This is an optimization exercise on Yosys and OpenROAD, whose aim is small area, a short achievable clock period and few clock cycles per item, not a production implementation. At most, simulation tests tie the RTL to the original design; equivalence was not proved.

==> module tea_interface, before the edit <==
module tea_interface(
    input [63:0] in,
    input mode,
    input reset,
    input write,
    input clk,
    output [63:0] out,
    output out_ready
);
    localparam [31:0] DELTA = 32'h9E3779B9;
    localparam [31:0] SUM_DEC = 32'hC6EF3720;  
    function [31:0] bs(input [31:0] x);
        bs = {x[7:0], x[15:8], x[23:16], x[31:24]};
    endfunction
    wire [31:0] in_y = bs(in[63:32]);
    wire [31:0] in_z = bs(in[31:0]);
    reg [63:0] kp, kq;
    reg        qhi;       
    reg        wk;        
    reg [31:0] y, z, s;
    reg        m;         
    reg        t;         
    reg        ph;        
    reg        busy, rdy;
    always @(posedge clk) begin
        kq <= kp;
        kp <= (reset | wk) ? {in_y, in_z} : kq;
        qhi <= wk ? 1'b1 : ~qhi;
    end
    wire [31:0] x  = t ? y : z;
    wire [31:0] w  = t ? z : y;
    wire [31:0] f  = ((x << 4) + kq[63:32]) ^ (x + s) ^ ((x >> 5) + kq[31:0]);
    wire [32:0] r  = {w, m} + {f ^ {32{m}}, m};
    wire [31:0] nw = r[32:1];
    wire go   = busy & (qhi == ~t);
    wire last = ph & (s == (m ? DELTA : SUM_DEC));
    always @(posedge clk) begin
        if (reset) begin
            wk   <= 1'b1;
            busy <= 1'b0;
            rdy  <= 1'b0;
        end else begin
            wk <= 1'b0;
            if (write) begin
                busy <= 1'b1;
                rdy  <= 1'b0;
            end else if (go & last) begin
                busy <= 1'b0;
                rdy  <= 1'b1;
            end
        end
    end
    always @(posedge clk) begin
        if (write) begin
            y  <= in_y;
            z  <= in_z;
            s  <= mode ? SUM_DEC : DELTA;
            m  <= mode;
            t  <= mode;
            ph <= 1'b0;
        end else if (go) begin
            if (t) z <= nw; else y <= nw;
            t  <= ~t;
            ph <= ~ph;
            if (ph) s <= m ? s - DELTA : s + DELTA;
        end
    end
    assign out = {bs(y), bs(z)};
    assign out_ready = rdy;
endmodule
Settings: LEC_CHECK=0, CAP_MARGIN=20, CORE_MARGIN=2, CORE_UTILIZATION=40, SLEW_MARGIN=20; clock period 12.0 ns.
run.sh (not shown) runs the stock make flow with config.mk's settings and CLKGATE_MAP_FILE= SYNTH_SCRIPT=/design/flow/synth_recipe.tcl, a recipe that flattens the netlist after the stock synthesis.
Then changed:
==> flow/design.v (replaced) <==
module tea_interface(
    input [63:0] in,
    input mode,
    input reset,
    input write,
    input clk,
    output [63:0] out,
    output out_ready
);
    localparam [31:0] DELTA   = 32'h9E3779B9;
    localparam [31:0] NDELTA  = 32'h61C88647;  
    localparam [31:0] SUM_DEC = 32'hC6EF3720;  
    function [31:0] bs(input [31:0] x);
        bs = {x[7:0], x[15:8], x[23:16], x[31:24]};
    endfunction
    wire [31:0] in_y = bs(in[63:32]);
    wire [31:0] in_z = bs(in[31:0]);
    reg [63:0] kp, kq;
    reg        qhi;       
    reg        wk;        
    reg [31:0] a, b, s;
    reg        m;         
    reg        ph;        
    reg        pre, post;  
    reg        busy, rdy;
    always @(posedge clk) begin
        kq <= kp;
        kp <= (reset | wk) ? {in_y, in_z} : kq;
        qhi <= wk ? 1'b1 : ~qhi;
    end
    wire        swp = pre | post;
    wire [31:0] f   = ((b << 4) + kq[63:32]) ^ (b + s) ^ ((b >> 5) + kq[31:0]);
    wire [31:0] fe  = f & {32{~swp}};
    wire [31:0] mm  = {32{m}};
    wire [31:0] nb  = mm ^ ((mm ^ a) + fe);
    wire go   = busy & (swp | (qhi == (m ~^ ph)));
    wire fin  = ph & (s == (m ? DELTA : SUM_DEC));
    always @(posedge clk) begin
        if (reset) begin
            wk   <= 1'b1;
            busy <= 1'b0;
            rdy  <= 1'b0;
        end else begin
            wk <= 1'b0;
            if (write) begin
                busy <= 1'b1;
                rdy  <= 1'b0;
            end else if (go & (post | (~m & ~swp & fin))) begin
                busy <= 1'b0;
                rdy  <= 1'b1;
            end
        end
    end
    always @(posedge clk) begin
        if (write) begin
            a    <= in_y;
            b    <= in_z;
            s    <= mode ? SUM_DEC : DELTA;
            m    <= mode;
            ph   <= 1'b0;
            pre  <= mode;
            post <= 1'b0;
        end else if (go) begin
            a <= b;
            b <= nb;
            if (swp) begin
                pre  <= 1'b0;
                post <= 1'b0;
            end else begin
                ph <= ~ph;
                if (ph) s <= s + (m ? NDELTA : DELTA);
                if (m & fin) post <= 1'b1;
            end
        end
    end
    assign out = {bs(a), bs(b)};
    assign out_ready = rdy;
endmodule
- The changed run finished with timing, DRC and antenna clean
- maximum frequency climbs by 5.8%
- critical path depth stays the same
Testbench counts after the change, summed over its fixed seeds: cycles 68,736, items 1,024.
For the first run of this note, only the layout was checked, not whether the RTL still works.

* * *

Another version of the RTL of tea_interface (not shown whole).
For scale: ~2000 cells after synthesis, ~230 flip-flops, about 16000 sq um of cells after synthesis.
==> module padd, before the edit <==
module padd #(parameter W = 32) (
    input  [W-1:0] a,
    input  [W-1:0] b,
    input          ci,
    output [W-1:0] s,
    output         co
);
    reg [W-1:0] p, g, gp, pp;
    integer l, i, j;
    always @* begin
        p = a ^ b;
        g = a & b;
        g[0] = g[0] | (p[0] & ci);
        gp = g;
        pp = p;
        for (l = 0; (1 << l) < W; l = l + 1) begin
            for (i = W - 1; i >= 0; i = i - 1) begin
                j = ((i >> l) & 1) ? ((i >> l) << l) - 1 : -1;
                if (j >= 0) begin
                    gp[i] = gp[i] | (pp[i] & gp[j]);
                    pp[i] = pp[i] & pp[j];
                end
            end
        end
    end
    assign s  = p ^ {gp[W-2:0], ci};
    assign co = gp[W-1];
endmodule
export LEC_CHECK = 0
export ABC_AREA = 1
export CAP_MARGIN = 20
export CORE_MARGIN = 2
export CORE_UTILIZATION = 40
export CTS_CLUSTER_DIAMETER = 60
export CTS_CLUSTER_SIZE = 20
export SLEW_MARGIN = 20
create_clock -name core_clock -period 12.0 [get_ports {clk}]
standard.sh (not shown) runs the stock make flow with config.mk's settings and CLKGATE_MAP_FILE= SYNTH_SCRIPT=/design/flow/synth_recipe.tcl, a recipe that flattens the netlist after the stock synthesis.
==> flow/flow/run.sh <==
#!/bin/bash
# The standard layout, with two changes:
# - timing repair treats paths with less than MARGIN ns of slack as failing,
#   so it speeds up the design below the clock period;
# - the buffer on each input and output port is the smallest buffer.
set -euo pipefail
MARGIN=7.5
bash standard.sh SETUP_SLACK_MARGIN=$MARGIN \
  "BUFFER_PORTS_ARGS=-buffer_cell sky130_fd_sc_hd__buf_1" \
  finish > standard_finish.log 2>&1
The first run finished with timing, DRC and antenna clean.
Testbench counts at the start, summed over its fixed seeds: cycles 68,736, items 1,024.
Edit:
--- a/flow/design.v
+++ b/flow/design.v
@@ -97,11 +97,11 @@
         g[0] = g[0] | (p[0] & ci);
         gp = g;
         pp = p;
         for (l = 0; (1 << l) < W; l = l + 1) begin
             for (i = W - 1; i >= 0; i = i - 1) begin
-                j = ((i >> l) & 1) ? ((i >> l) << l) - 1 : -1;
+                j = i - (1 << l);
                 if (j >= 0) begin
                     gp[i] = gp[i] | (pp[i] & gp[j]);
                     pp[i] = pp[i] & pp[j];
                 end
             end
Result: The new run went through all stages and came out clean; via count went up by 21%; synthesized cell count grows by 18%; non-clock buffer count falls by 4; hold slack got worse by 0.012 ns; final cell count is higher by 15%; die area rose by 9.1%; maximum frequency climbs by 1.8%; clock-buffer cell count came out lower by 2; routed wire length rises by 35%.
For the second run of this note, only the layout was checked, not whether the RTL still works.

[static timing again, ports no longer ideal]
No port has a modelled driver above. Below, the same layouts with a new extraction and two added sets of constraints.
Step 1, drivers: a clkbuf_16 drives clk and a buf_2 each remaining input, both assumed.
Step 2 times the ports against the registers' clock, not the clock port: input delays grow and output delays shrink by t, the midpoint of the rising clock arrivals with the driver on.
Three values: ideal ports, drivers, drivers and shift; two values: the first two.
| run | shift t [ns] | slack for setup (ns) | hold WS [ns] | slew at the worst register clock pin (ns) | worst data-port slew with drivers (ns) |
|---|---|---|---|---|---|
| the first run of note 1 | 0.612 | 5.306 / 5.306 / 5.306 | 0.322 / 0.322 / 0.322 | 0.07 / 0.07 | 0.06 |
| the second run of note 1 | 0.615 | 5.675 / 5.675 / 5.675 | 0.319 / 0.319 / 0.319 | 0.06 / 0.06 | 0.05 |
| the first run of note 2 | 0.617 | 7.509 / 7.533 / 6.925 | 0.327 / 0.327 / 0.327 | 0.08 / 0.08 | 0.05 |
| the second run of note 2 | 0.639 | 7.589 / 7.589 / 7.230 | 0.315 / 0.315 / 0.315 | 0.09 / 0.09 | 0.05 |
After both steps every run listed still meets setup and hold. The setup slack of the first run of note 2, which loses most, moves by +0.024 ns with the drivers and by -0.584 ns with both steps.
